This is an optimization exercise on Yosys and OpenROAD, whose aim is small area, a short achievable clock period and few clock cycles per item, not a production implementation. Where RTL was checked, it was by simulation tests only, not by an equivalence proof against the original. Function not checked in runs 3 and 4: the RTL went through the layout flow alone.

[flow/run.sh]
#!/bin/bash
# synth_recipe.tcl (not shown) runs the flow's synth.tcl, then flattens the netlist and writes it again
# the make line also repeats each setting of config.mk as NAME=value (left out here)
make -C /OpenROAD-flow-scripts/flow DESIGN_CONFIG=/design/flow/config.mk WORK_HOME=/design/flow/orfs CLKGATE_MAP_FILE= SYNTH_SCRIPT=/design/flow/synth_recipe.tcl finish
[flow/config.mk]
export PLATFORM = sky130hd
export DESIGN_NAME = MyDesign
export DESIGN_NICKNAME = MyDesign
export VERILOG_FILES = /design/flow/design.v
export SDC_FILE = /design/flow/constraint.sdc
export NUM_CORES = 4
export LEC_CHECK = 0
export CAP_MARGIN = 20
export CORE_MARGIN = 2
export CORE_UTILIZATION = 40
export SLEW_MARGIN = 20
[flow/constraint.sdc]
create_clock -name core_clock -period 10.0 [get_ports {clk}]
set_input_delay 2.0000 -clock core_clock [delete_from_list [all_inputs] [get_ports {clk}]]
set_output_delay 2.0000 -clock core_clock [all_outputs]
set_load 0.01 [all_outputs]
[flow/design.v]
module MyDesign #(parameter OUTPUT_LENGTH       = 8,
                  parameter MAX_MESSAGE_LENGTH  = 55,
                  parameter NUMBER_OF_Ks        = 64,
                  parameter NUMBER_OF_Hs        = 8 ,
                  parameter SYMBOL_WIDTH        = 8  )
            (
            output reg                                      dut__xxx__finish     ,
            input  wire                                     xxx__dut__go         ,
            input  wire  [ $clog2(MAX_MESSAGE_LENGTH):0]    xxx__dut__msg_length ,
            output reg  [ $clog2(MAX_MESSAGE_LENGTH)-1:0]   dut__msg__address  ,
            output wire                                     dut__msg__enable   ,
            output wire                                     dut__msg__write    ,
            input  wire [7:0]                               msg__dut__data     ,
            output wire [ $clog2(NUMBER_OF_Ks)-1:0]         dut__kmem__address  ,
            output wire                                     dut__kmem__enable   ,
            output wire                                     dut__kmem__write    ,
            input  wire [31:0]                              kmem__dut__data     ,
            output reg  [ $clog2(NUMBER_OF_Hs)-1:0]         dut__hmem__address  ,
            output wire                                     dut__hmem__enable   ,
            output wire                                     dut__hmem__write    ,
            input  wire [31:0]                              hmem__dut__data     ,
            output reg  [ $clog2(OUTPUT_LENGTH)-1:0]        dut__dom__address  ,
            output reg  [31:0]                              dut__dom__data     ,
            output wire                                     dut__dom__enable   ,
            output wire                                     dut__dom__write    ,
            input  wire                 clk             ,
            input  wire                 reset
            );
assign dut__msg__enable  = 1'b1;
assign dut__msg__write   = 1'b0;
assign dut__kmem__enable = 1'b1;
assign dut__kmem__write  = 1'b0;
assign dut__hmem__enable = 1'b1;
assign dut__hmem__write  = 1'b0;
reg        busy;
reg  [6:0] r, p;
reg  [3:0] hcnt;
reg        dom_en;
wire [6:0] len   = xxx__dut__msg_length;
wire       start = xxx__dut__go & ~busy;
wire       act   = busy | xxx__dut__go;
wire       kwf   = p[0] ^ r[0];              
wire       hdone = hcnt[3];
wire       last  = (r == 7'd69);
assign dut__kmem__address = p[5:0];
assign dut__dom__enable   = dom_en;
assign dut__dom__write    = dom_en;
wire [5:0] maddr = dut__msg__address;
wire       mdone = ({1'b0, maddr} == len);
wire       wavail = (p[6:4] != 3'd0) | mdone | (maddr[5:2] == p[3:0] + 4'd1);
wire rstep = kwf & hdone & ~r[6];
wire pstep = busy & ~p[6] & wavail & (~kwf | rstep);
wire rd    = act & ~mdone & ((maddr[5:2] == p[3:0]) | pstep);
wire hload = act & ~hdone;
wire drain = busy & (r >= 7'd65) & (r <= 7'd67);
wire owr   = busy & (r >= 7'd61) & (r <= 7'd68);
wire [6:0] r_n    = last ? 7'd0 : ((rstep | (busy & r[6])) ? r + 7'd1 : r);
wire [3:0] hcnt_n = last ? 4'd0 : (hload ? hcnt + 4'd1 : hcnt);
wire [2:0] haddr_n = hcnt_n[3] ? (3'd0 - r_n[2:0]) : ~hcnt_n[2:0];
always @(posedge clk or posedge reset) begin
    if (reset) begin
        busy              <= 1'b0;
        r                 <= 7'd0;
        p                 <= 7'd0;
        hcnt              <= 4'd0;
        dut__msg__address <= 6'd0;
        dut__hmem__address<= 3'd7;
        dut__xxx__finish  <= 1'b0;
        dom_en            <= 1'b0;
    end else begin
        busy               <= start | (busy & ~last);
        r                  <= r_n;
        p                  <= last ? 7'd0 : (pstep ? p + 7'd1 : p);
        hcnt               <= hcnt_n;
        dut__msg__address  <= last ? 6'd0 : (rd ? maddr + 6'd1 : maddr);
        dut__hmem__address <= haddr_n;
        dut__xxx__finish   <= busy & last;
        dom_en             <= owr;
    end
end
reg  [31:0] wr [0:15];
reg  [31:0] kw;
function [31:0] rotr(input [31:0] x, input integer n);
    rotr = (x >> n) | (x << (32 - n));
endfunction
wire [3:0]  q     = start ? 4'd0 : p[3:0] + 4'd1;
wire        qlen  = (len[5:2] == q);
wire [31:0] padw  = {qlen & (len[1:0] == 2'd0), 7'd0,
                     qlen & (len[1:0] == 2'd1), 7'd0,
                     qlen & (len[1:0] == 2'd2), 7'd0,
                     qlen & (len[1:0] == 2'd3), 7'd0}
                  | ((q == 4'd15) ? {23'd0, len[5:0], 3'd0} : 32'd0);
wire        p_lt15 = (p[6:4] == 3'd0) & (p[3:0] != 4'd15);
wire [31:0] ss0 = rotr(wr[1], 7) ^ rotr(wr[1], 18) ^ (wr[1] >> 3);
wire [31:0] ss1 = rotr(wr[14], 17) ^ rotr(wr[14], 19) ^ (wr[14] >> 10);
wire [31:0] u0  = wr[0] ^ wr[9] ^ ss0;
wire [31:0] u1  = ((wr[0] & wr[9]) | (wr[0] & ss0) | (wr[9] & ss0)) << 1;
wire [31:0] v0  = u0 ^ u1 ^ ss1;
wire [31:0] v1  = ((u0 & u1) | (u0 & ss1) | (u1 & ss1)) << 1;
wire [31:0] sched = v0 + v1;
reg [31:0] w15n;
always @(*) begin
    w15n = wr[15];
    if (pstep)      w15n = p_lt15 ? padw : sched;
    else if (start) w15n = padw;
    if (rd) begin
        case (maddr[1:0])
            2'd0: w15n[31:24] = msg__dut__data;
            2'd1: w15n[23:16] = msg__dut__data;
            2'd2: w15n[15: 8] = msg__dut__data;
            2'd3: w15n[ 7: 0] = msg__dut__data;
        endcase
    end
end
integer i;
always @(posedge clk) begin
    if (pstep) begin
        for (i = 0; i < 15; i = i + 1) wr[i] <= wr[i+1];
        kw <= kmem__dut__data + wr[15];
    end
    wr[15] <= w15n;
end
reg [31:0] a, b, c, d, e, f, g, h;
wire [31:0] S0  = rotr(a, 2) ^ rotr(a, 13) ^ rotr(a, 22);
wire [31:0] S1  = rotr(e, 6) ^ rotr(e, 11) ^ rotr(e, 25);
wire [31:0] ch  = g ^ (e & (f ^ g));
wire [31:0] maj = (a & b) | (c & (a | b));
wire [31:0] x0 = h ^ kw ^ ch;
wire [31:0] x1 = ((h & kw) | (h & ch) | (kw & ch)) << 1;
wire [31:0] m0 = S0 ^ maj ^ S1;
wire [31:0] m1 = ((S0 & maj) | (S0 & S1) | (maj & S1)) << 1;
wire [31:0] n0 = x0 ^ x1 ^ m0;
wire [31:0] n1 = ((x0 & x1) | (x0 & m0) | (x1 & m0)) << 1;
wire [31:0] y0 = x0 ^ x1 ^ S1;
wire [31:0] y1 = ((x0 & x1) | (x0 & S1) | (x1 & S1)) << 1;
wire [31:0] z0 = y0 ^ y1 ^ d;
wire [31:0] z1 = ((y0 & y1) | (y0 & d) | (y1 & d)) << 1;
wire [31:0] o0 = n0 ^ n1 ^ m1;
wire [31:0] o1 = ((n0 & n1) | (n0 & m1) | (n1 & m1)) << 1;
wire [31:0] anew = o0 + o1;
wire [31:0] enew = z0 + z1;
always @(posedge clk) begin
    if (rstep) begin
        a <= anew; b <= a; c <= b; d <= c;
        e <= enew; f <= e; g <= f; h <= g;
    end else if (hload | drain) begin
        a <= hmem__dut__data; b <= a; c <= b; d <= c;
        e <= d;               f <= e; g <= f; h <= g;
    end
end
wire [31:0] tap = (r[6] & (r[2:0] != 3'd0)) ? h : a;
always @(posedge clk) begin
    if (owr) begin
        dut__dom__data    <= tap + hmem__dut__data;
        dut__dom__address <= dut__hmem__address;
    end
end
endmodule
==> results of run 1 <==
-- cell families after synthesis --
group | count (synthesis) | synth area share, %
xor+xnor | 424 | 8.39
buf+inv | 331 | 2.95
other cells | 2 | 0.0169
simple gates | 469 | 4.93
mux | 71 | 1.80
compound gates | 554 | 7.94
flops | 865 | 57.5
fa+ha+maj | 442 | 16.5
-- cell type report --
type,instances,share of cell area [%]
Inverter,230,1.71
Timing Repair Buffer,151,2.99
Clock inverter,48,1.20
Multi-Input combinational cell,1966,34.9
Tap cell,1488,3.69
Clock buffer,119,4.92
Sequential cell,865,50.6
Antenna cell,1,0.00496
-- worst paths after layout --
check / startpoint / to / slack (ns) / cells past startpoint
worst max-delay path: e[26]$_DFFE_PP_ / a[30]$_DFFE_PP_ / 4.11 / 19
worst min-delay path: wr[5][23]$_DFFE_PP_ / wr[4][23]$_DFFE_PP_ / 0.41 / 0
worst max register to register: e[26]$_DFFE_PP_ / a[30]$_DFFE_PP_ / 4.11 / 19
worst min register to register: wr[5][23]$_DFFE_PP_ / wr[4][23]$_DFFE_PP_ / 0.41 / 0
max in group asynchronous: reset / dut__hmem__address[2]$_DFF_PP1_ / 7.94 / 3
min in group asynchronous: reset / dut__msg__address[5]$_DFFE_PP0P_ / 1.71 / 3
-- state kept, by name, indices dropped and copies added (netlist names), 6 cells and up --
name               flops
a                     32
b                     32
c                     32
d                     32
dut__dom__data        32
dut__msg__address      6
e                     32
f                     32
g                     32
h                     32
kw                    32
p                      7
r                      7
wr                   512
-- critical path: cells and delay by family, from the launching register on --
kind | cells | cell delay, ns
fa+ha+maj | 5 | 2.15
compound gates | 7 | 1.61
xor+xnor | 3 | 0.88
flops | 1 | 0.54
simple gates | 2 | 0.27
buf+inv | 2 | 0.14
-- stage by stage --
stage               std cells  hold WS [ns]
floorplan                3162         0.400
global placement         4700         0.400
detailed placement       4700         0.405
CTS                      4867         0.412
global route             4867         0.415
finish                   4868         0.411
-- cells in the mapped netlist (all sizes together), types with 4 or more instances --
master,number
o221ai,4
xor2,84
a2111oi,5
a211oi,14
nor2b,21
nand3b,5
nor2,130
buf,20
a31oi,21
a41oi,4
mux2i,11
ha,165
a211o,5
o211ai,11
nand2,168
clkbuf,81
nor3,16
a22oi,21
and2,5
o21bai,18
o41ai,4
a21oi,154
nand2b,25
o21a,24
xnor2,340
a221oi,4
inv,230
dfxtp,32
maj3,29
and3,14
mux2,59
nand3,35
a21o,86
o31ai,9
dfrtp,27
and4,8
edfxtp,803
nand4,20
o22ai,6
fa,248
or3,6
o21ai,136
-- metal layers --
| metal | part of all wire [%] | track usage [%] | vias to the layer above |
|---|---|---|---|
| met4 | 2.6 | 5.63 | 10 |
| met1 | 46 | 27.9 | 12500 |
| li1 | - | - | 11600 |
| met5 | 0.067 | 0 | - |
| met3 | 7.3 | 4.20 | 139 |
| met2 | 44 | 27.5 | 773 |
==> run notes, run 1 <==
141 I/O pins were placed. The area of combinational cells with multiple inputs came out at 0.0176 mm². The cell area after layout is 0.0505 mm². The filler cell count in the final layout is approximately 10k. The number of global-route vias before repair came to between 20k and 25k. The proportion of synthesized flip-flops having asynchronous set or reset came out at 3.47%. The critical path class is reg2reg. The die is roughly 340 µm wide.

The die area came out at approximately 0.11 mm². The netlist uses 84 different library cells. The part of the cycle the worst path needs is 58.9%. Across the routed clock network, the largest skew measured is 0.0199 ns. The row count is 122. After the first detailed-routing iteration, the DRC count stood at 2344.

The average cell area after synthesis is 14.1 µm². The worst-case setup margin in the final layout is 4.11 ns. The number of enable-type register cells in the synthesized netlist came out at 803. The maximum fanout along the worst path is 5. The maximum cell stage delay along the critical path is 0.57 ns.

The minimum period implied by the final worst setup slack is between 5 and 6 ns. In this run the clock root is driven by a clkbuf_16. The library cells used most frequently in the layout, excluding fill and tap cells, are edfxtp_1, xnor2_1, fa_1. Synthesis inferred 865 register bits. The maximum buffer depth of the clock tree came out at 3.

The critical path required time is 10.38 ns. During placement, the flow inserted port buffers numbering 134. Setup repair after global routing left no endpoint under its margin.

Once detailed placement completed, the half-perimeter wirelength came to approximately 80000 µm. For this run, the leading register cell type out of synthesis is edfxtp_1. The launching element type of the critical path is a register. The critical path arrival came out at 6.27 ns. Timing analysis after detailed placement gives a worst setup slack of about 4.2 ns. The final core area utilization is a little under half. The transition time at the pin with the least slew margin is 1.09 ns. The cell count after synthesis is 3158.

The area growth from synthesis to final layout is 13.7%. The worst hold path belongs to the class reg2reg. The endpoint kind of the worst setup timing path is a register. The critical path goes through xnor2_1 -> xnor2_1 -> fa_1 -> inv_1 -> fa_1 -> inv_1 -> fa_1 -> ha_1 -> fa_1 -> a21o_1 -> a21oi_1 -> o21ai_0 -> nand3_1 -> nand2_1 -> o21a_1 -> a41o_1 -> o41ai_1 -> xor2_1 -> o21ai_0. The initial core utilization came out at 40.2%. The buffer count from post-CTS setup fixing came out at 0. The sequential area share after synthesis is a little under three fifths. The count of H-tree levels built during CTS is 3. The overall fraction of global-route tracks in use came out at between 10% and 20%. The maximum number of pins on one net before global-route repair is 172.

The run finished with no timing, DRC or antenna violations. The clock transition time at the flip-flop clock pins of the worst setup and hold paths is 0.07 ns. Summing every instance area after synthesis gives 0.0444 mm².

The area of the core came out at 0.110 mm². Static timing analysis puts the maximum clock frequency at roughly 170 MHz. Setup violations remaining at the end of the flow were counted as 0. The final-layout setup total negative slack is 0 ns. The worst max-slew margin expressed relative to the limit came out at a little over a quarter. The worst-skew pair later-pin latency came out at 0.67 ns. The wire length of the first global-routing pass is 157000 µm. TritonCTS built the clock tree. The final wirelength came out at 106000 µm. The detailed-route wire length per cell is 21.8 µm. The count of unresolved DRC violations after routing came out at 0.

The critical path's slowest cell is fa_1. The number of buffers added to fix hold violations after cts came out at 0. During synthesis, Yosys emitted a total of 2 warnings.

The number of instances resized during post-cts repair is 0. The total via count after detailed routing is 25.0k. By area the synthesized netlist is led by edfxtp_1, fa_1, xnor2_1. The fraction of layout cells with a size suffix above 1 is 6.95%. In the final design database the tool counted 3800 nets. The number of nets still failing antenna checks after routing is 0. The number of failing hold endpoints at the final stage came out at 0. The number of buffers created by CTS came out at 91. Of all cell types, the one taking the most synthesized area is edfxtp_1.

The top-area cell type share of the netlist area is 54.3%. The post-placement cell area is 0.0474 mm². The routability congestion estimate from global placement is 0.885. The register area is 0.0255 mm². The leftover overflow at the end of global routing is 0.

The most numerous cell type found on the critical path is fa_1. Leaving out fill and tap cells, the most frequent cell in the layout is edfxtp_1. The number of antenna violations at the first check in global routing was 9. The number of vias per cell came out at 5.13. Across the run, the number of max-cap violations was 0. The number of clock sinks is 865. The number of detailed-routing iterations run before antenna repair is 5. The number of max-slew violations in the final report is 0. The die is 337 µm tall.
Testbench counts, summed over its fixed seeds: cycles 17,711, hashes 192.
==> inputs of run 2 (changes only) <==
--- a/flow/config.mk
+++ b/flow/config.mk
@@ -10,2 +10,3 @@
 export CORE_UTILIZATION = 40
+export SETUP_SLACK_MARGIN = 5
 export SLEW_MARGIN = 20
==> run 2 against run 1 <==
Synthesized cell count stayed put. Sequential share of layout area is 2.2 points lower. Cell area is 4.5% higher.
==> run notes, run 2 <==
The flow ran to the end and the layout has no timing, DRC or antenna violations. The die boundary height is 337 µm (unchanged). The area growth from synthesis to final layout came out at 18.8%. The leftover overflow at the end of global routing is 0 (unchanged). Among all stages on the critical path, the largest delay is contributed by edfxtp_1. The number of clock sinks came out at 865 (unchanged). In the layout the commonest cells are edfxtp_1, xnor2_1, fa_1.

The maximum buffer depth of the clock tree came out at 3 (unchanged). The final worst hold slack came to 0.408 ns (-0.00314 ns). Setup repair after global routing could not meet its margin everywhere. The final setup violation count came out at 0 (unchanged). The number of buffers and inverters on the critical path is 2 (unchanged).

The maximum fanout along the worst path came out at 3 (-2). The detailed-route wire length per cell was 22.0 µm (+1.1%). The sequential area share after synthesis is 57.5% (unchanged). The critical path arrival came out at 5.53 ns (-0.74 ns). TritonCTS built the clock tree.

The cell count of the worst hold path was 0 (unchanged). The signal on the critical path passes through buf_6 -> xnor2_4 -> xnor2_2 -> fa_1 -> fa_1 -> fa_1 -> ha_4 -> buf_4 -> a211oi_4 -> o21ai_2 -> a21oi_4 -> nor3_4 -> o2111ai_4 -> a31oi_4 -> or4_4 -> a31oi_4 -> xnor2_1 -> o21ai_0.

The number of flip-flops in the largest register came out at 512 (unchanged). After synthesis, the most frequently instantiated cells are edfxtp_1, xnor2_1, fa_1, inv_1, nand2_1. The cell area after layout came out at 0.0527 mm² (+4.5%). The routability congestion estimate from global placement came out at 0.877 (-0.86%).

The number of buffers created by CTS came to 92 (+1.1%). The die area came to 0.114 mm² (unchanged). The worst-skew pair later-pin latency was 0.68 ns (about the same).

The minimum period implied by the final worst setup slack is 5.16 ns (-0.736 ns). The area of the core is 0.110 mm² (unchanged). The net count reported at finish was 3944 (+3.8%). The critical path required time is 10.37 ns (about the same). Clock tree synthesis selected as its root buffer the cell clkbuf_16. Leaving out fill and tap cells, the most frequent cell in the layout is edfxtp_1. The part of the cycle the worst path needs came out at 51.6% (-7.4 points).

The most common cell in the synthesized netlist is edfxtp_1. The placed instance count came to 4698 (-0.043%). The number of enable-type register cells in the synthesized netlist came out at 803 (unchanged). The min-delay analysis places its worst path in the category reg2reg.

The register with the most flip-flops is wr. The initial core utilization came out at 40.2% (unchanged). The final core area utilization was 47.8% (+2.0 points). The I/O pin count came out at 141 (unchanged). The overall fraction of global-route tracks in use is 19.2% (+0.44 points). The number of detailed-routing iterations run before antenna repair is 6 (+1). The row count came out at 122 (unchanged). The proportion of synthesized flip-flops having asynchronous set or reset came out at 3.47% (unchanged). The post-placement setup slack came out at 4.22 ns (+0.0268 ns). The post-placement cell area came to 0.0473 mm² (about the same). By area the synthesized netlist is led by edfxtp_1, fa_1, xnor2_1.

The worst clock skew is 0.0364 ns (+0.0165 ns). The number of antenna violations at the first check in global routing came to 8 (-1). The number of buffers inserted by port buffering came out at 134 (unchanged). The dominant cell type by area after synthesis is edfxtp_1. The x dimension of the die came out at 337 µm (unchanged). The count of unresolved DRC violations after routing is 0 (unchanged). The number of global-route vias before repair came to 25.6k (+3.1%). The launching element type of the critical path is a register. The clock transition time at the flip-flop clock pins of the worst setup and hold paths came out at 0.06 ns (about the same). The maximum number of pins on one net before global-route repair is 192 (+12%). On the critical path the largest part of the delay comes from adder cells. The number of vias per cell is 5.16 (+0.62%). The final wirelength came out at 110000 µm (+4.2%). For this run, the leading register cell type out of synthesis is edfxtp_1.

The final-layout setup total negative slack came out at 0 ns (unchanged). The maximum clock frequency came out at 194 MHz (+14%). The fraction of layout cells with a size suffix above 1 came out at 14.9% (+7.9 points).

The wire length of the first global-routing pass is 161000 µm (+2.3%). The netlist area before placement is 0.0444 mm² (unchanged). The transition time at the pin with the least slew margin came out at 1.03 ns (-0.0597 ns). The cell count after synthesis came out at 3158 (unchanged). The total via count after detailed routing came to 25.9k (+3.6%).

The count of routing violations after the opening detailed-route iteration came out at 2317 (-1.2%). The HPWL after detailed placement is 79600 µm (-0.12%). The worst-case setup margin in the final layout is 4.84 ns (+0.736 ns).

The number of maximum-capacitance constraint violations came to 0 (unchanged). The top-area cell type share of the netlist area came out at 54.3% (unchanged). The count of H-tree levels built during CTS was 3 (unchanged).

The number of nets still failing antenna checks after routing came out at 0 (unchanged). The critical path depth is 18 (-1). The cell type with the highest occurrence count on the critical path is fa_1.

The number of failing hold endpoints at the final stage is 0 (unchanged). The distinct cell type count of the synthesized netlist was 84 (unchanged). The endpoint kind of the worst setup timing path is a register. The count of placed standard cells in the final layout, fillers left out came to 5014 (+3.0%).

The maximum cell stage delay along the critical path is 0.54 ns (-0.03 ns). The number of max-slew violations in the final report is 0 (unchanged). The worst max-slew margin expressed relative to the limit is 31.2% (+4.0 points). The average cell area after synthesis came out at 14.1 µm² (unchanged).

The critical path class is reg2reg. The count of state elements after synthesis came out at 865 (unchanged). The worst reg2reg path depth was 18 (-1). The number of warnings issued by yosys came out at 2 (unchanged).
## run 2: cell counts after synthesis
No cell type changed its count.
## run 2: worst paths after layout
path                                 startpoint                               to  slack, ns
setup / recovery                e[27]$_DFFE_PP_                  a[31]$_DFFE_PP_       4.84
setup reg to reg                e[27]$_DFFE_PP_                  a[31]$_DFFE_PP_       4.84
min in group asynchronous                 reset                 p[5]$_DFFE_PP0P_       1.71
max in group asynchronous                 reset  dut__hmem__address[0]$_DFF_PP1_       7.94
hold / removal             wr[12][21]$_DFFE_PP_             wr[11][21]$_DFFE_PP_       0.41
hold reg to reg            wr[12][21]$_DFFE_PP_             wr[11][21]$_DFFE_PP_       0.41
## run 2: cell type report
type | count | area (µm²)
Antenna cell | 1 | 2.50
Multi-Input combinational cell | 1966 | 18800
Timing Repair Buffer | 294 | 2680
Clock inverter | 57 | 617
Inverter | 230 | 863
Tap cell | 1488 | 1860
Clock buffer | 113 | 2390
Fill cell | 9586 | 57700
Sequential cell | 865 | 25500
## run 2: repair_timing
item | in CTS | in global routing
endpoints found under the setup margin | 35 | 443
buffers inserted | 80 | 62
hold buffers | 0 | 0
gates resized for setup | 89 | 124
pin swaps | 40 | 79
cloned | 0 | 3
## run 2: kinds of logic after synthesis
group	synth area share, %
multiplexers	1.80
flip-flops	57.5
other	0.0169
XOR/XNOR	8.39
buffers and inverters	2.95
adder cells (fa/ha/maj)	16.5
AND/OR/NAND/NOR	4.93
AO/OA/AOI/OAI	7.94
## run 2: layer usage
layer	part of all wire [%]	track usage [%]
met1	45	27.9
met2	44	28.5
met3	7.5	4.89
met4	2.4	5.45
met5	0.074	0
==> inputs of run 3 (changes only) <==
--- a/flow/design.v
+++ b/flow/design.v
@@ -129,14 +129,15 @@
 wire [31:0] x1 = ((h & kw) | (h & ch) | (kw & ch)) << 1;
-wire [31:0] m0 = S0 ^ maj ^ S1;
-wire [31:0] m1 = ((S0 & maj) | (S0 & S1) | (maj & S1)) << 1;
-wire [31:0] n0 = x0 ^ x1 ^ m0;
-wire [31:0] n1 = ((x0 & x1) | (x0 & m0) | (x1 & m0)) << 1;
-wire [31:0] y0 = x0 ^ x1 ^ S1;
-wire [31:0] y1 = ((x0 & x1) | (x0 & S1) | (x1 & S1)) << 1;
-wire [31:0] z0 = y0 ^ y1 ^ d;
-wire [31:0] z1 = ((y0 & y1) | (y0 & d) | (y1 & d)) << 1;
-wire [31:0] o0 = n0 ^ n1 ^ m1;
-wire [31:0] o1 = ((n0 & n1) | (n0 & m1) | (n1 & m1)) << 1;
-wire [31:0] anew = o0 + o1;
-wire [31:0] enew = z0 + z1;
+wire [31:0] m0 = x0 ^ x1 ^ maj;
+wire [31:0] m1 = ((x0 & x1) | (x0 & maj) | (x1 & maj)) << 1;
+wire [31:0] n0 = m0 ^ m1 ^ S0;
+wire [31:0] n1 = ((m0 & m1) | (m0 & S0) | (m1 & S0)) << 1;
+wire [31:0] o0 = n0 ^ n1 ^ S1;
+wire [31:0] o1 = ((n0 & n1) | (n0 & S1) | (n1 & S1)) << 1;
+wire [31:0] y0 = x0 ^ x1 ^ d;
+wire [31:0] y1 = ((x0 & x1) | (x0 & d) | (x1 & d)) << 1;
+wire [31:0] z0 = y0 ^ y1 ^ S1;
+wire [31:0] z1 = ((y0 & y1) | (y0 & S1) | (y1 & S1)) << 1;
+wire [31:0] anew, enew;
+ksadd32 adda (.x(o0), .y(o1), .s(anew));
+ksadd32 adde (.x(z0), .y(z1), .s(enew));
 always @(posedge clk) begin
@@ -158 +159,10 @@
 endmodule
+module ksadd32 (input wire [31:0] x, input wire [31:0] y, output wire [31:0] s);
+    wire [31:0] g0 = x & y, p0 = x ^ y;
+    wire [31:0] g1 = g0 | (p0 & {g0[30:0], 1'b0}),  p1 = p0 & {p0[30:0], 1'b0};
+    wire [31:0] g2 = g1 | (p1 & {g1[29:0], 2'b0}),  p2 = p1 & {p1[29:0], 2'b0};
+    wire [31:0] g3 = g2 | (p2 & {g2[27:0], 4'b0}),  p3 = p2 & {p2[27:0], 4'b0};
+    wire [31:0] g4 = g3 | (p3 & {g3[23:0], 8'b0}),  p4 = p3 & {p3[23:0], 8'b0};
+    wire [31:0] g5 = g4 | (p4 & {g4[15:0], 16'b0});
+    assign s = p0 ^ {g5[30:0], 1'b0};
+endmodule
==> run 3 against run 2 <==
First-iteration DRC count shrank 4.7%. Synthesized cell count grew 0.79%. Critical path depth grew 4. Hold slack gained 0.0043 ns. Non-clock buffer count shrank 83. Sequential share of layout area grew 1.1 points. Register-to-register slack lost 0.22 ns. Global-route usage shrank 0.39 points. Critical path type unchanged. Still clean on timing, DRC and antenna.
==> run notes, run 3 <==
The flow ran to the end and the layout has no timing, DRC or antenna violations. The number of clock sinks came out at 865 (unchanged). The critical path class is reg2reg. The root buffer cell chosen for the clock tree is clkbuf_16. The initial core utilization is 40.3% (+0.11 points). The area of the core came out at 0.111 mm² (+0.14%). The clock transition time at the flip-flop clock pins of the worst setup and hold paths came out at 0.06 ns (about the same). The top cell types in the final layout, fill and taps aside, are edfxtp_1, xnor2_1, inv_1. The maximum clock frequency is 186 MHz (-4.2%).

The count of placed standard cells in the final layout, fillers left out came to 4967 (-0.94%). The proportion of synthesized flip-flops having asynchronous set or reset came out at 3.47% (unchanged). The worst-skew pair later-pin latency is 0.67 ns (about the same). The maximum buffer depth of the clock tree came out at 3 (unchanged).

The number of global-route vias before repair came out at 24.5k (-4.1%). The net count reported at finish came to 3901 (-1.1%). The x dimension of the die was 338 µm (+0.21%). The number of max-slew violations in the final report was 0 (unchanged). The critical path arrival came out at 5.77 ns (+0.24 ns).

The number of maximum-capacitance constraint violations is 0 (unchanged). Ranked by instance count, the synthesized netlist is headed by edfxtp_1, xnor2_1, inv_1, fa_1, ha_1.

In this run the worst hold path is classified as reg2reg. The number of buffers inserted by port buffering came out at 134 (unchanged). The wire length of the first global-routing pass came out at 157000 µm (-2.3%). The library cell used most frequently in the layout, excluding fill and tap cells, is edfxtp_1. The final core area utilization came out at 46.6% (-1.2 points). The part of the cycle the worst path needs came out at 53.8% (+2.2 points).

The worst max-slew margin expressed relative to the limit is 26.6% (-4.6 points). Of all cell types, the one taking the most synthesized area is edfxtp_1. The number of buffers added to fix hold violations after cts came out at 0 (unchanged).

The die boundary height is 338 µm (+0.21%). The maximum fanout along the worst path came to 3 (unchanged). The critical path required time came out at 10.38 ns (about the same). The overall fraction of global-route tracks in use is 18.8% (-0.39 points).

The total via count after detailed routing is 25.5k (-1.6%). The minimum period implied by the final worst setup slack was 5.38 ns (+0.225 ns). The top-area cell type share of the netlist area came out at 54.1% (-0.23 points).

The die area was 0.114 mm² (+0.42%). The sequential area share after synthesis came out at 57.2% (-0.24 points). The most repeated cell in the gate-level netlist after synthesis is edfxtp_1.

The HPWL after detailed placement is 79400 µm (-0.27%). The clock tree from TritonCTS is done. The average cell area after synthesis was 14.0 µm² (-0.37%). The main flop type after synthesis is edfxtp_1. The maximum number of pins on one net before global-route repair is 272 (+42%). The leftover overflow at the end of global routing came out at 0 (unchanged). The final worst hold slack is 0.412 ns (+0.00434 ns). The number of enable-type register cells in the synthesized netlist came out at 803 (unchanged). The number of vias per cell came out at 5.13 (-0.65%).

The netlist area before placement came out at 0.0446 mm² (+0.42%). The number of buffers created by CTS came to 90 (-2.2%). Ranked by total cell area, the synthesized netlist is headed by edfxtp_1, fa_1, xnor2_1. The area growth from synthesis to final layout is 15.6%. The number of failing hold endpoints at the final stage is 0 (unchanged). The final setup violation count came out at 0 (unchanged). The number of warnings issued by yosys is 2 (unchanged). The I/O pin count was 141 (unchanged). The count of unresolved DRC violations after routing is 0 (unchanged).

The placed instance count is 4736 (+0.81%). Counting flops per register, the top entry is wr. The final wirelength is 108000 µm (-2.5%). The endpoint kind of the worst setup timing path is a register. The number of detailed-routing iterations run before antenna repair came out at 6 (unchanged). The number of antenna violations at the first check in global routing came out at 12 (+4). The row count was 122 (unchanged). Setup repair after global routing could not meet its margin everywhere.

The count of H-tree levels built during CTS was 3 (unchanged). The fraction of layout cells with a size suffix above 1 is 11.0% (-3.9 points). The distinct cell type count of the synthesized netlist is 93 (+11%). The number of flip-flops in the largest register came out at 512 (unchanged). The cell count after synthesis came to 3183 (+0.79%). The worst setup path is launched from a register. The number of nets still failing antenna checks after routing is 0 (unchanged). The count of state elements after synthesis came to 865 (unchanged).

The routability congestion estimate from global placement was 0.891 (+1.6%). The detailed-route wire length per cell was 21.7 µm (-1.6%). The count of routing violations after the opening detailed-route iteration came to 2208 (-4.7%). The transition time at the pin with the least slew margin is 1.10 ns (+0.0695 ns). The worst clock skew was 0.0351 ns (-0.00133 ns).
-- run 3: layer usage --
layer,wire [µm],vias up,global-route usage (%)
li1,-,11700,-
met1,49600,12800,28.0
met2,46700,731,27.2
met3,8100,160,4.26
met4,3020,20,6.11
met5,128,-,0
-- run 3: logic make-up after synthesis --
| group | share of synthesized area (%) |
|---|---|
| DFF | 57.2 |
| AOI/OAI and AO/OA | 8.04 |
| and+or+nand+nor | 4.72 |
| adders and majority gates | 16.5 |
| xor gates and xnor gates | 8.39 |
| buffers and inverters | 3.29 |
| muxes | 1.81 |
| other | 0.0169 |
-- run 3: per-stage QoR --
step	setup slack [ns]	cell area [µm²]	setup TNS, ns
after floorplan	-4.95	44700	-1267.61
after global placement	4.16	47600	0
after detailed placement	4.14	47600	0
after CTS	4.59	51000	0
after global routing	4.41	51500	0
final	4.62	51500	0
-- run 3: worst paths after layout --
| path | startpoint | to | slack, ns | depth (start not counted) |
|---|---|---|---|---|
| max | e[1]$_DFFE_PP_ | a[31]$_DFFE_PP_ | 4.62 | 22 |
| min | wr[13][27]$_DFFE_PP_ | wr[12][27]$_DFFE_PP_ | 0.41 | 0 |
| max reg2reg | e[1]$_DFFE_PP_ | a[31]$_DFFE_PP_ | 4.62 | 22 |
| min reg2reg | wr[13][27]$_DFFE_PP_ | wr[12][27]$_DFFE_PP_ | 0.41 | 0 |
| max in group asynchronous | reset | dut__hmem__address[1]$_DFF_PP1_ | 7.95 | 3 |
| min in group asynchronous | reset | p[1]$_DFFE_PP0P_ | 1.71 | 3 |
-- run 3: critical path, cell delays in order, from the launching register on --
cell and delay (ns):
edfxtp_1 0.40, mux2_4 0.32, fa_1 0.50, inv_1 0.05, fa_1 0.45, fa_1 0.49
inv_1 0.05, fa_1 0.44, ha_2 0.20, inv_2 0.06, fa_2 0.21, nor2b_1 0.05
o21a_1 0.19, o21ai_2 0.22, a21oi_4 0.10, a311oi_4 0.31, buf_6 0.16, o41ai_4 0.06
buf_4 0.17, a211o_1 0.26, a31o_2 0.21, xnor2_1 0.15, o21ai_1 0.07
-- run 3: cell type report --
class | instances | area (µm²)
Tap cell | 1488 | 1860
Antenna cell | 1 | 2.50
Inverter | 283 | 1090
Fill cell | 9924 | 59000
Multi-Input combinational cell | 1953 | 18100
Clock inverter | 59 | 632
Sequential cell | 865 | 25500
Clock buffer | 107 | 2360
Timing Repair Buffer | 211 | 1980
-- run 3: timing repair --
| item | 4_1_cts | 5_1_grt |
|---|---|---|
| endpoints found under the setup margin | 36 | 118 |
| setup buffers | 35 | 28 |
| gates resized for setup | 48 | 47 |
| cloned | 0 | 1 |
| endpoints found under the hold margin | 0 | 0 |
| pin swaps | 43 | 45 |
==> inputs of run 4 (changes only) <==
--- a/flow/design.v
+++ b/flow/design.v
@@ -38,3 +38,6 @@
 reg        dom_en;
-wire [6:0] len   = xxx__dut__msg_length;
+reg  [5:0] lenr;                             
+reg  [5:0] kaddr;                            
+reg  [31:0] kreg;                            
+reg  [31:0] hreg;                            
 wire       start = xxx__dut__go & ~busy;
@@ -44,3 +47,3 @@
 wire       last  = (r == 7'd69);
-assign dut__kmem__address = p[5:0];
+assign dut__kmem__address = kaddr;
 assign dut__dom__enable   = dom_en;
@@ -48,3 +51,3 @@
 wire [5:0] maddr = dut__msg__address;
-wire       mdone = ({1'b0, maddr} == len);
+wire       mdone = (maddr == lenr);
 wire       wavail = (p[6:4] != 3'd0) | mdone | (maddr[5:2] == p[3:0] + 4'd1);
@@ -52,3 +55,3 @@
 wire pstep = busy & ~p[6] & wavail & (~kwf | rstep);
-wire rd    = act & ~mdone & ((maddr[5:2] == p[3:0]) | pstep);
+wire rd    = start | (busy & ~mdone & ((maddr[5:2] == p[3:0]) | pstep));
 wire hload = act & ~hdone;
@@ -58,3 +61,3 @@
 wire [3:0] hcnt_n = last ? 4'd0 : (hload ? hcnt + 4'd1 : hcnt);
-wire [2:0] haddr_n = hcnt_n[3] ? (3'd0 - r_n[2:0]) : ~hcnt_n[2:0];
+wire [2:0] haddr_n = ~(hcnt_n[3] ? r_n[2:0] : hcnt_n[2:0]);
 always @(posedge clk or posedge reset) begin
@@ -66,2 +69,3 @@
         dut__msg__address <= 6'd0;
+        kaddr             <= 6'd0;
         dut__hmem__address<= 3'd7;
@@ -75,2 +79,3 @@
         dut__msg__address  <= last ? 6'd0 : (rd ? maddr + 6'd1 : maddr);
+        kaddr              <= last ? 6'd0 : ((start | pstep) ? kaddr + 6'd1 : kaddr);
         dut__hmem__address <= haddr_n;
@@ -85,2 +90,8 @@
 endfunction
+always @(posedge clk) begin
+    if (start) lenr <= xxx__dut__msg_length[5:0];
+    if (start | pstep) kreg <= kmem__dut__data;
+    hreg <= hmem__dut__data;
+end
+wire [5:0]  len   = start ? xxx__dut__msg_length[5:0] : lenr;
 wire [3:0]  q     = start ? 4'd0 : p[3:0] + 4'd1;
@@ -100,13 +111,12 @@
 wire [31:0] sched = v0 + v1;
-reg [31:0] w15n;
+wire selS = pstep & ~p_lt15;
+reg [31:0] wrest;
 always @(*) begin
-    w15n = wr[15];
-    if (pstep)      w15n = p_lt15 ? padw : sched;
-    else if (start) w15n = padw;
+    wrest = ((pstep & p_lt15) | start) ? padw : wr[15];
     if (rd) begin
         case (maddr[1:0])
-            2'd0: w15n[31:24] = msg__dut__data;
-            2'd1: w15n[23:16] = msg__dut__data;
-            2'd2: w15n[15: 8] = msg__dut__data;
-            2'd3: w15n[ 7: 0] = msg__dut__data;
+            2'd0: wrest[31:24] = msg__dut__data;
+            2'd1: wrest[23:16] = msg__dut__data;
+            2'd2: wrest[15: 8] = msg__dut__data;
+            2'd3: wrest[ 7: 0] = msg__dut__data;
         endcase
@@ -114,2 +124,3 @@
 end
+wire [31:0] w15n = selS ? sched : wrest;
 integer i;
@@ -118,3 +129,3 @@
         for (i = 0; i < 15; i = i + 1) wr[i] <= wr[i+1];
-        kw <= kmem__dut__data + wr[15];
+        kw <= kreg + wr[15];
     end
@@ -129,15 +140,14 @@
 wire [31:0] x1 = ((h & kw) | (h & ch) | (kw & ch)) << 1;
-wire [31:0] m0 = x0 ^ x1 ^ maj;
-wire [31:0] m1 = ((x0 & x1) | (x0 & maj) | (x1 & maj)) << 1;
-wire [31:0] n0 = m0 ^ m1 ^ S0;
-wire [31:0] n1 = ((m0 & m1) | (m0 & S0) | (m1 & S0)) << 1;
-wire [31:0] o0 = n0 ^ n1 ^ S1;
-wire [31:0] o1 = ((n0 & n1) | (n0 & S1) | (n1 & S1)) << 1;
-wire [31:0] y0 = x0 ^ x1 ^ d;
-wire [31:0] y1 = ((x0 & x1) | (x0 & d) | (x1 & d)) << 1;
-wire [31:0] z0 = y0 ^ y1 ^ S1;
-wire [31:0] z1 = ((y0 & y1) | (y0 & S1) | (y1 & S1)) << 1;
-wire [31:0] anew, enew;
-ksadd32 adda (.x(o0), .y(o1), .s(anew));
-ksadd32 adde (.x(z0), .y(z1), .s(enew));
+wire [31:0] m0 = S0 ^ maj ^ S1;
+wire [31:0] m1 = ((S0 & maj) | (S0 & S1) | (maj & S1)) << 1;
+wire [31:0] n0 = x0 ^ x1 ^ m0;
+wire [31:0] n1 = ((x0 & x1) | (x0 & m0) | (x1 & m0)) << 1;
+wire [31:0] y0 = x0 ^ x1 ^ S1;
+wire [31:0] y1 = ((x0 & x1) | (x0 & S1) | (x1 & S1)) << 1;
+wire [31:0] z0 = y0 ^ y1 ^ d;
+wire [31:0] z1 = ((y0 & y1) | (y0 & d) | (y1 & d)) << 1;
+wire [31:0] o0 = n0 ^ n1 ^ m1;
+wire [31:0] o1 = ((n0 & n1) | (n0 & m1) | (n1 & m1)) << 1;
+wire [31:0] anew = o0 + o1;
+wire [31:0] enew = z0 + z1;
 always @(posedge clk) begin
@@ -154,4 +164,4 @@
     if (owr) begin
-        dut__dom__data    <= tap + hmem__dut__data;
-        dut__dom__address <= dut__hmem__address;
+        dut__dom__data    <= tap + hreg;
+        dut__dom__address <= 3'd0 - r[2:0];
     end
@@ -159,10 +169 @@
 endmodule
-module ksadd32 (input wire [31:0] x, input wire [31:0] y, output wire [31:0] s);
-    wire [31:0] g0 = x & y, p0 = x ^ y;
-    wire [31:0] g1 = g0 | (p0 & {g0[30:0], 1'b0}),  p1 = p0 & {p0[30:0], 1'b0};
-    wire [31:0] g2 = g1 | (p1 & {g1[29:0], 2'b0}),  p2 = p1 & {p1[29:0], 2'b0};
-    wire [31:0] g3 = g2 | (p2 & {g2[27:0], 4'b0}),  p3 = p2 & {p2[27:0], 4'b0};
-    wire [31:0] g4 = g3 | (p3 & {g3[23:0], 8'b0}),  p4 = p3 & {p3[23:0], 8'b0};
-    wire [31:0] g5 = g4 | (p4 & {g4[15:0], 16'b0});
-    assign s = p0 ^ {g5[30:0], 1'b0};
-endmodule
==> run 4 against run 3 <==
Routed wire length grew 8.2%. Worst setup slack lost 0.0026 ns. Synthesized cell count increased by 3.7%. Core utilization is 0.92 points higher. Clock skew fell by 0.0082 ns. Non-clock buffer count rose by 65. Cell area grew 6.9%. Hold slack got worse by 0.0081 ns.
==> run notes, run 4 <==
The top-area cell type share of the netlist area is 53.8% (-0.35 points). Ranked by instance count, the synthesized netlist is headed by edfxtp_1, xnor2_1, fa_1, inv_1, nand2_1. The detailed-route wire length per cell is 22.4 µm (+3.6%). The part of the cycle the worst path needs is 53.9% (about the same). The distinct cell type count of the synthesized netlist is 79 (-15%). The routing usage on met2 came to 27.5% (+0.23 points). The cell area after layout is 0.0551 mm² (+6.9%). The most repeated cell in the gate-level netlist after synthesis is edfxtp_1.

The clock tree from TritonCTS is done. The number of buffers inserted by port buffering is 133 (-0.75%).

The cell count after synthesis came out at 3302 (+3.7%). The die boundary height came out at 345 µm (+2.3%). The maximum buffer depth of the clock tree is 3 (unchanged).

The register area came out at 0.0274 mm² (+7.3%). Leaving out fill and tap cells, the most frequent cells in the layout are edfxtp_1, xnor2_1, fa_1. The count of H-tree levels built during CTS came to 3 (unchanged). The average cell area after synthesis came to 14.1 µm² (+0.89%).

The area of combinational cells with multiple inputs came out at 0.0189 mm² (+4.7%). The post-placement setup slack is 3.88 ns (-0.259 ns). The maximum clock frequency was 186 MHz (about the same).

The maximum fanout along the worst path came out at 3 (unchanged). The area growth from synthesis to final layout is 18.1%. The sequential area share after synthesis is 58.7% (+1.5 points). The row count came out at 125 (+2.5%).

The final setup violation count came out at 0 (unchanged). The initial core utilization is 40.2% (-0.078 points). The final-layout setup total negative slack came out at 0 ns (unchanged). The leftover overflow at the end of global routing came out at 0 (unchanged).

The worst max-slew margin expressed relative to the limit is 26.5% (-0.048 points). The met1 usage in global routing is 29.3% (+1.3 points). The number of failing hold endpoints at the final stage was 0 (unchanged). The number of global-route vias before repair came out at 26.3k (+7.5%). By area the synthesized netlist is led by edfxtp_1, fa_1, xnor2_1. The count of routing violations after the opening detailed-route iteration came out at 2558 (+16%). The netlist area before placement came out at 0.0466 mm² (+4.7%).

The number of buffers created by CTS is 96 (+6.7%). The count of unresolved DRC violations after routing is 0 (unchanged).

The number of detailed-routing iterations run before antenna repair is 5 (-1). The die area is 0.119 mm² (+4.6%). The fraction of layout cells with a size suffix above 1 is 14.8% (+3.8 points).

The minimum period implied by the final worst setup slack came out at 5.39 ns (+0.00259 ns). The number of enable-type register cells in the synthesized netlist was 835 (+4.0%). The post-placement cell area is 0.0497 mm² (+4.3%). The number of warnings issued by yosys is 2 (unchanged). Setup repair after global routing could not meet its margin everywhere. The number of max-slew violations in the final report was 0 (unchanged). The dominant cell type by area after synthesis is edfxtp_1. The final wirelength was 116000 µm (+8.2%). The number of nets still failing antenna checks after routing was 0 (unchanged). The final worst hold slack is 0.404 ns (-0.00805 ns). The HPWL after detailed placement is 85000 µm (+7.2%). The wire length of the first global-routing pass came out at 170000 µm (+8.6%).

The flow ran to the end and the layout has no timing, DRC or antenna violations. The maximum cell stage delay along the critical path is 0.57 ns (+0.07 ns). The critical path required time is 10.43 ns (+0.05 ns). The signal on the critical path passes through xnor2_2 -> xnor2_2 -> fa_1 -> fa_1 -> inv_1 -> fa_1 -> inv_2 -> fa_2 -> a211o_1 -> o211ai_1 -> o31ai_4 -> o41ai_2 -> buf_4 -> o211a_4 -> buf_12 -> o22ai_4 -> o41ai_4 -> buf_4 -> xor2_1 -> o21ai_0. The count of state elements after synthesis is 941 (+8.8%).

STA classifies the critical path endpoint as a register. The I/O pin count came to 141 (unchanged). The worst-case setup margin in the final layout came out at 4.61 ns (-0.00259 ns).

Among all stages on the critical path, the largest delay is contributed by edfxtp_1. STA classifies the critical path startpoint as a register. Among the stages of the critical path, the cell type that occurs most often is fa_1. The transition time at the pin with the least slew margin came out at 1.10 ns (+0.000714 ns). The maximum number of pins on one net before global-route repair is 174 (-36%). The net count reported at finish came to 4078 (+4.5%). The number of clock sinks was 941 (+8.8%).

The worst clock skew is 0.0269 ns (-0.00822 ns). The root buffer cell chosen for the clock tree is clkbuf_16. The number of vias per cell came to 5.17 (+0.92%). The filler cell count in the final layout is 10.1k (+1.3%).

The number of flip-flops in the largest register is 512 (unchanged). The worst-skew pair later-pin latency was 0.70 ns (+0.03 ns). More flip-flops sit in one register than any other, and that register is wr. The critical path arrival is 5.81 ns (+0.04 ns).

The number of maximum-capacitance constraint violations is 0 (unchanged). The routing layer with the top usage in global route is met1. Leaving out fill and tap cells, the most frequent cell in the layout is edfxtp_1. The area of the core came out at 0.116 mm² (+4.9%). The routability congestion estimate from global placement came out at 0.899 (+0.82%).

The clock transition time at the flip-flop clock pins of the worst setup and hold paths came to 0.07 ns (about the same). The x dimension of the die was 345 µm (+2.3%). The main flop type after synthesis is edfxtp_1.

The setup path with the least slack is of type reg2reg. In this run the worst hold path is classified as reg2reg. The proportion of synthesized flip-flops having asynchronous set or reset is 3.83% (+0.36 points).

The total via count after detailed routing came out at 26.8k (+5.4%). The overall fraction of global-route tracks in use was 19.3% (+0.50 points). The number of antenna violations at the first check in global routing came out at 11 (-1). The met3 track demand over resource in global routing came out at 4.41% (+0.14 points).
==> run 4: final cells by class <==
type                    instances  share of cell area [%]
well taps                    1524                    3.46
repair buffers                276                    4.64
multi-input cells            2033                    34.3
inverters                     234                    1.60
clock buffers                 125                    4.78
clock inverters                55                    1.44
flip-flops and latches        941                    49.7
diodes                          1                 0.00454
==> run 4: timing repair <==
| item | 4_1_cts | 5_1_grt |
|---|---|---|
| resized for setup | 110 | 82 |
| cloned | 0 | 0 |
| hold buffers | 0 | 0 |
| endpoints found under the hold margin | 0 | 0 |
| buffers inserted | 73 | 48 |
| pin swaps | 51 | 62 |
| endpoints found under the setup margin | 42 | 36 |
==> run 4: final timing paths <==
kind / from / to / slack [ns] / cells after the start
max in group asynchronous: reset / r[0]$_DFF_PP0_ / 7.92 / 3
hold reg to reg: wr[13][0]$_DFFE_PP_ / wr[12][0]$_DFFE_PP_ / 0.40 / 0
setup / recovery: a[16]$_DFFE_PP_ / a[28]$_DFFE_PP_ / 4.61 / 20
min in group asynchronous: reset / dom_en$_DFF_PP0_ / 1.72 / 3
hold / removal: wr[13][0]$_DFFE_PP_ / wr[12][0]$_DFFE_PP_ / 0.40 / 0
setup reg to reg: a[16]$_DFFE_PP_ / a[28]$_DFFE_PP_ / 4.61 / 20
==> run 4: metrics by stage <==
stage               std cells  utilization, %
floorplan                3306               -
global placement         4887            42.9
detailed placement       4887            42.9
CTS                      5140            46.8
global route             5188            47.5
finish                   5189            47.5
==> run 4: kinds of logic (layout without fill, tap and decap cells) <==
logic type / count (synthesis) / count (layout) / share of synthesized area (%)
simple gates: 548 / 548 / 5.50
xor+xnor: 420 / 420 / 7.90
compound gates: 537 / 537 / 7.42
fa+ha+maj: 443 / 443 / 15.7
mux: 79 / 79 / 1.88
other cells: 2 / 7 / 0.0161
buf+inv: 332 / 690 / 2.85
flops: 941 / 941 / 58.7
==> run 4: routing by layer <==
layer,vias to the layer above,routed length (µm)
met5,-,71
met3,158,9120
met1,13500,54900
met2,808,49100
li1,12300,-
met4,12,3240
==> run 4: worst max-delay path: cells and delay by family (launching register included) <==
family	cells	cell delay, ns
fa+ha+maj	4	1.97
buf+inv	5	0.60
xor+xnor	3	0.52
compound gates	8	1.46
flops	1	0.57
==> inputs of run 5 (changes only) <==
--- a/flow/design.v
+++ b/flow/design.v
@@ -45,3 +45,3 @@
 wire       kwf   = p[0] ^ r[0];              
-wire       hdone = hcnt[3];
+wire       hdone = hcnt[3] | (hcnt[2:0] == 3'd7);
 wire       last  = (r == 7'd69);
@@ -57,7 +57,20 @@
 wire hload = act & ~hdone;
+wire h0ld  = rstep & (r == 7'd0);
 wire drain = busy & (r >= 7'd65) & (r <= 7'd67);
 wire owr   = busy & (r >= 7'd61) & (r <= 7'd68);
+function [2:0] wordof(input [2:0] km1);
+    case (km1)
+        3'd4: wordof = 3'd7;
+        3'd5: wordof = 3'd3;
+        3'd6: wordof = 3'd2;
+        3'd7: wordof = 3'd1;
+        3'd0: wordof = 3'd0;
+        3'd1: wordof = 3'd6;
+        3'd2: wordof = 3'd5;
+        default: wordof = 3'd4;
+    endcase
+endfunction
 wire [6:0] r_n    = last ? 7'd0 : ((rstep | (busy & r[6])) ? r + 7'd1 : r);
-wire [3:0] hcnt_n = last ? 4'd0 : (hload ? hcnt + 4'd1 : hcnt);
-wire [2:0] haddr_n = ~(hcnt_n[3] ? r_n[2:0] : hcnt_n[2:0]);
+wire [3:0] hcnt_n = last ? 4'd0 : ((hload | h0ld) ? hcnt + 4'd1 : hcnt);
+wire [2:0] haddr_n = hcnt_n[3] ? wordof(r_n[2:0]) : ~hcnt_n[2:0];
 always @(posedge clk or posedge reset) begin
@@ -133,35 +146,40 @@
 end
-reg [31:0] a, b, c, d, e, f, g, h;
-wire [31:0] S0  = rotr(a, 2) ^ rotr(a, 13) ^ rotr(a, 22);
+reg [31:0] A1, A2, A3, A4, e, f, g, h;
+wire [31:0] S0  = rotr(A1, 2) ^ rotr(A1, 13) ^ rotr(A1, 22);
 wire [31:0] S1  = rotr(e, 6) ^ rotr(e, 11) ^ rotr(e, 25);
 wire [31:0] ch  = g ^ (e & (f ^ g));
-wire [31:0] maj = (a & b) | (c & (a | b));
-wire [31:0] x0 = h ^ kw ^ ch;
-wire [31:0] x1 = ((h & kw) | (h & ch) | (kw & ch)) << 1;
-wire [31:0] m0 = S0 ^ maj ^ S1;
-wire [31:0] m1 = ((S0 & maj) | (S0 & S1) | (maj & S1)) << 1;
-wire [31:0] n0 = x0 ^ x1 ^ m0;
-wire [31:0] n1 = ((x0 & x1) | (x0 & m0) | (x1 & m0)) << 1;
-wire [31:0] y0 = x0 ^ x1 ^ S1;
-wire [31:0] y1 = ((x0 & x1) | (x0 & S1) | (x1 & S1)) << 1;
-wire [31:0] z0 = y0 ^ y1 ^ d;
-wire [31:0] z1 = ((y0 & y1) | (y0 & d) | (y1 & d)) << 1;
-wire [31:0] o0 = n0 ^ n1 ^ m1;
-wire [31:0] o1 = ((n0 & n1) | (n0 & m1) | (n1 & m1)) << 1;
-wire [31:0] anew = o0 + o1;
+wire [31:0] maj = (A1 & A2) | (A3 & (A1 | A2));
+wire [31:0] nA4 = ~A4;
+wire [31:0] x0 = A3 ^ h ^ kw;
+wire [31:0] x1 = ((A3 & h) | (A3 & kw) | (h & kw)) << 1;
+wire [31:0] y0 = x0 ^ x1 ^ ch;
+wire [31:0] y1 = ((x0 & x1) | (x0 & ch) | (x1 & ch)) << 1;
+wire [31:0] z0 = y0 ^ y1 ^ S1;
+wire [31:0] z1 = ((y0 & y1) | (y0 & S1) | (y1 & S1)) << 1;
 wire [31:0] enew = z0 + z1;
+wire [31:0] ua = e ^ nA4 ^ maj;
+wire [31:0] ub = {((e[30:0] & nA4[30:0]) | (e[30:0] & maj[30:0]) | (nA4[30:0] & maj[30:0])), 1'b1};
+wire [31:0] va = ua ^ ub ^ S0;
+wire [31:0] vb = ((ua & ub) | (ua & S0) | (ub & S0)) << 1;
+wire [31:0] anew = va + vb;
+wire r0     = (r == 7'd0);
+wire ashift = hload | rstep | (busy & (r == 7'd64));
+wire eshift = hload | rstep | drain;
 always @(posedge clk) begin
-    if (rstep) begin
-        a <= anew; b <= a; c <= b; d <= c;
-        e <= enew; f <= e; g <= f; h <= g;
-    end else if (hload | drain) begin
-        a <= hmem__dut__data; b <= a; c <= b; d <= c;
-        e <= d;               f <= e; g <= f; h <= g;
+    if (ashift) begin
+        A1 <= (hload | r0) ? hmem__dut__data : anew;
+        A2 <= A1; A3 <= A2; A4 <= A3;
+    end
+    if (eshift) begin
+        e <= hload ? A3 : enew;
+        f <= e; g <= f; h <= g;
     end
 end
-wire [31:0] tap = (r[6] & (r[2:0] != 3'd0)) ? h : a;
+reg  [1:0] tsel;                             
+wire [31:0] tap = tsel[1] ? h : (tsel[0] ? A1 : e);
 always @(posedge clk) begin
+    tsel <= (r_n == 7'd61) ? 2'd0 : ((r_n <= 7'd65) ? 2'd1 : 2'd2);
     if (owr) begin
         dut__dom__data    <= tap + hreg;
-        dut__dom__address <= 3'd0 - r[2:0];
+        dut__dom__address <= wordof(r[2:0] - 3'd1);
     end
==> run 5 against run 4 <==
Still clean on timing, DRC and antenna. Highest routed layer unchanged. Via count increased by 2.5%. Non-clock buffer count decreased by 122. Clock skew increased by 0.015 ns. Critical path type unchanged. Largest cell class unchanged. Fmax increased by 11%. Critical endpoint is now A1[29]$_DFFE_PP_. Routed wire length decreased by 3.8%. Global-route usage decreased by 0.91 points.
==> run notes, run 5 <==
The run finished with no timing, DRC or antenna violations. Grouping stages by cell kind, the critical path spends the most delay in adder cells. The top-area cell type share of the netlist area is 53.1% (-0.68 points). The maximum number of pins on one net before global-route repair is 193 (+11%). The number of global-route vias before repair is 26.8k (+1.7%).

The I/O pin count is 141 (unchanged). The area of the core is 0.118 mm² (+1.5%). The worst setup slack for register-to-register paths came out at 5.14 ns (+0.53 ns). The worst reg2reg path depth is 14 (-30%). The worst-skew pair later-pin latency came to 0.70 ns (about the same). The most frequent standard cell in the layout excluding fill and tap cells is edfxtp_1. The count of unresolved DRC violations after routing came out at 0 (unchanged). The cell count after synthesis is 3545 (+7.4%). The maximum buffer depth of the clock tree came out at 3 (unchanged). The critical path required time is 10.50 ns (+0.07 ns). The proportion of synthesized flip-flops having asynchronous set or reset came out at 3.82% (-0.0081 points). The detailed-route wire length per cell came out at 21.2 µm (-5.7%). The worst-case setup margin in the final layout is 5.14 ns (+0.530 ns).

The maximum fanout along the worst path is 6 (+3). In this run the critical register-to-register path is captured at A1[29]$_DFFE_PP_. The main flop type after synthesis is edfxtp_1. The number of vias per cell came to 5.20 (+0.51%). The x dimension of the die came out at 348 µm (+0.63%). The die boundary height came out at 348 µm (+0.63%). The maximum cell stage delay along the critical path came out at 0.57 ns (about the same). The row count came to 126 (+0.80%).

The critical path arrival came to 5.35 ns (-0.46 ns). The transition time at the pin with the least slew margin came out at 1.08 ns (-0.0229 ns). The die area came out at 0.121 mm² (+1.3%). The final worst hold slack is 0.410 ns (+0.00614 ns). The count of state elements after synthesis is 943 (+0.21%). The worst clock skew came out at 0.0423 ns (+0.0155 ns).

The maximum clock frequency is 206 MHz (+11%). The initial core utilization came out at 40.2% (-0.081 points).

The area of combinational cells with multiple inputs came out at 0.0182 mm² (-3.6%). The number of detailed-routing iterations run before antenna repair came out at 6 (+1). The count of H-tree levels built during CTS came out at 3 (unchanged).

The biggest area contributor in the post-synthesis netlist is edfxtp_1. Tracing the worst setup path back leads to its startpoint at A1[0]$_DFFE_PP_.

The average cell area after synthesis was 13.3 µm² (-5.7%). The number of clock sinks came out at 943 (+0.21%). The minimum period implied by the final worst setup slack is 4.86 ns (-0.530 ns). The number of warnings issued by yosys is 2 (unchanged). The register with the most flip-flops is wr. The fraction of layout cells with a size suffix above 1 is 5.78% (-9.0 points). Traced cell by cell, the critical path runs through maj3_1 -> fa_1 -> fa_1 -> ha_1 -> inv_1 -> fa_1 -> nor2b_1 -> o31a_1 -> o21bai_1 -> a2111oi_2 -> o31a_1 -> o211ai_1 -> and3_1 -> o31ai_1. The number of maximum-capacitance constraint violations came to 0 (unchanged). The count of routing violations after the opening detailed-route iteration is 2739 (+7.1%). The filler cell count in the final layout was 10.6k (+5.3%). The tightest min-delay check is of the reg2reg type.

The final-layout setup total negative slack came out at 0 ns (unchanged). By instance count, the cell type seen most on the critical path is fa_1. The net count reported at finish came out at 4146 (+1.7%). The final setup violation count is 0 (unchanged). STA classifies the critical path startpoint as a register. The part of the cycle the worst path needs was 48.6% (-5.3 points).

The number of buffers created by CTS is 100 (+4.2%). The critical path ends at A1[29]$_DFFE_PP_. The number of buffers inserted by port buffering came out at 133 (unchanged).

Among all stages on the critical path, the largest delay is contributed by edfxtp_1. The area growth from synthesis to final layout is 13.5%. The netlist area before placement is 0.0472 mm² (+1.3%). The clock root buffer is clkbuf_16. The critical path depth is 14 (-30%).

The leftover overflow at the end of global routing came out at 0 (unchanged). The worst setup path is captured at a register. Ranked by instance count, the synthesized netlist is headed by edfxtp_1, xnor2_1, inv_1, fa_1, nand2_1.

The worst setup path is of the reg2reg kind. The total via count after detailed routing came out at 27.5k (+2.5%). The number of flip-flops in the largest register came out at 512 (unchanged).

The number of antenna violations at the first check in global routing came out at 6 (-5). The routability congestion estimate from global placement came out at 0.921 (+2.5%). Sorting the synthesized cells by area gives the leading types as edfxtp_1, fa_1, xnor2_1. The sequential area share after synthesis is 58.1% (-0.66 points).

The HPWL after detailed placement is 82700 µm (-2.8%). The number of enable-type register cells in the synthesized netlist came out at 835 (unchanged). The number of nets still failing antenna checks after routing came out at 0 (unchanged). In the layout the commonest cells are edfxtp_1, xnor2_1, inv_1. The launching point of the worst reg2reg path is A1[0]$_DFFE_PP_. The overall fraction of global-route tracks in use is 18.4% (-0.91 points). The register area came out at 0.0274 mm² (+0.15%).

Setup repair after global routing could not meet its margin everywhere. The worst max-slew margin expressed relative to the limit is 28.1% (+1.5 points). By instance count, the leading cell after synthesis is edfxtp_1. The clock tree from TritonCTS is done.

The wire length of the first global-routing pass is 166000 µm (-2.3%). The final wirelength came to 112000 µm (-3.8%). The number of max-slew violations in the final report came out at 0 (unchanged). The post-placement setup slack came out at 4.48 ns (+0.594 ns). The clock transition time at the flip-flop clock pins of the worst setup and hold paths came out at 0.06 ns (about the same). The number of failing hold endpoints at the final stage came to 0 (unchanged).

The number of buffers and inverters on the critical path came out at 1 (-4). The distinct cell type count of the synthesized netlist came out at 85 (+7.6%).
-- run 5: cell count changes after synthesis, moves of 30 or more --
cell	previous run	this run
clkbuf_1	72	105
fa_1	248	218
inv_1	234	313
mux2_2	67	4
mux2i_1	12	79
o21ai_0	125	183
-- run 5: stage by stage --
step,instances,area [µm²],utilization [%]
finish,5293,53600,45.6
detailed placement,5106,50200,42.7
global placement,5106,50200,42.7
floorplan,3549,47300,-
CTS,5289,53500,45.5
global route,5292,53600,45.6
-- run 5: logic make-up after synthesis --
kind of cell / synth area share (%)
simple gates: 5.82
xor+xnor: 7.78
other cells: 0.0159
buf+inv: 3.63
flops: 58.1
compound gates: 9.09
fa+ha+maj: 13.8
mux: 1.77
-- run 5: cell type report --
type | count | share of cell area, %
sequential | 943 | 51.1
multi-input combinational | 2163 | 34.0
inverter | 313 | 2.19
timing repair buffer | 154 | 2.83
antenna | 1 | 0.00467
clock buffer | 126 | 4.98
tap | 1536 | 3.58
clock inverter | 57 | 1.28
-- run 5: timing repair --
item | 4_1_cts | 5_1_grt
resized for setup | 2 | 9
setup endpoints to repair | 2 | 22
buffers inserted | 0 | 3
hold buffers | 0 | 0
pin swaps | 0 | 2
-- run 5: how the worst min path moves through the flow --
stage,from,end,cells past startpoint
after floorplan,wr[11][0]$_DFFE_PP_,wr[10][0]$_DFFE_PP_,0
after global placement,wr[6][28]$_DFFE_PP_,wr[5][28]$_DFFE_PP_,0
after detailed placement,wr[11][13]$_DFFE_PP_,wr[10][13]$_DFFE_PP_,0
after CTS,wr[11][13]$_DFFE_PP_,wr[10][13]$_DFFE_PP_,0
after global routing,wr[12][30]$_DFFE_PP_,wr[11][30]$_DFFE_PP_,0
final,wr[5][10]$_DFFE_PP_,wr[4][10]$_DFFE_PP_,0
-- run 5: layer usage --
layer	routed length, µm	global-route usage (%)	share of wire (%)
met1	51900	27.3	46
met2	48600	27.0	43
met3	8930	4.28	8.0
met4	2510	5.29	2.2
met5	64	0	0.057
Testbench counts of run 5, summed over its fixed seeds: cycles 17,686, hashes 192.

[port drivers added, routing unchanged]
The flow's constraints put no driver on any port. The routed layouts listed below were extracted and timed again, unchanged, in two steps.
Step 1: set_driving_cell puts a clkbuf_16 on clk and a buf_2 on each other input, an assumption about the parent block.
Step 2 times the ports against the registers' clock, not the clock port: input delays grow and output delays shrink by t, the midpoint of the rising clock arrivals with the driver on.
Slacks: ideal ports / drivers / drivers and shift; pairs: ideal ports / drivers.
run | shift t [ns] | slack for setup (ns) | hold slack, ns
run 1 | 0.732 | 4.105 / 4.105 / 4.105 | 0.411 / 0.411 / 0.411
run 2 | 0.734 | 4.841 / 4.841 / 4.388 | 0.408 / 0.408 / 0.408
run 3 | 0.720 | 4.617 / 4.617 / 4.489 | 0.412 / 0.412 / 0.412
run 4 | 0.754 | 4.614 / 4.614 / 4.614 | 0.404 / 0.404 / 0.404
run 5 | 0.752 | 5.144 / 5.144 / 4.543 | 0.410 / 0.410 / 0.410
After both steps every run listed still meets setup and hold. The setup slack of run 5, which loses most, moves by 0.000 ns with the drivers and by -0.601 ns with both steps.
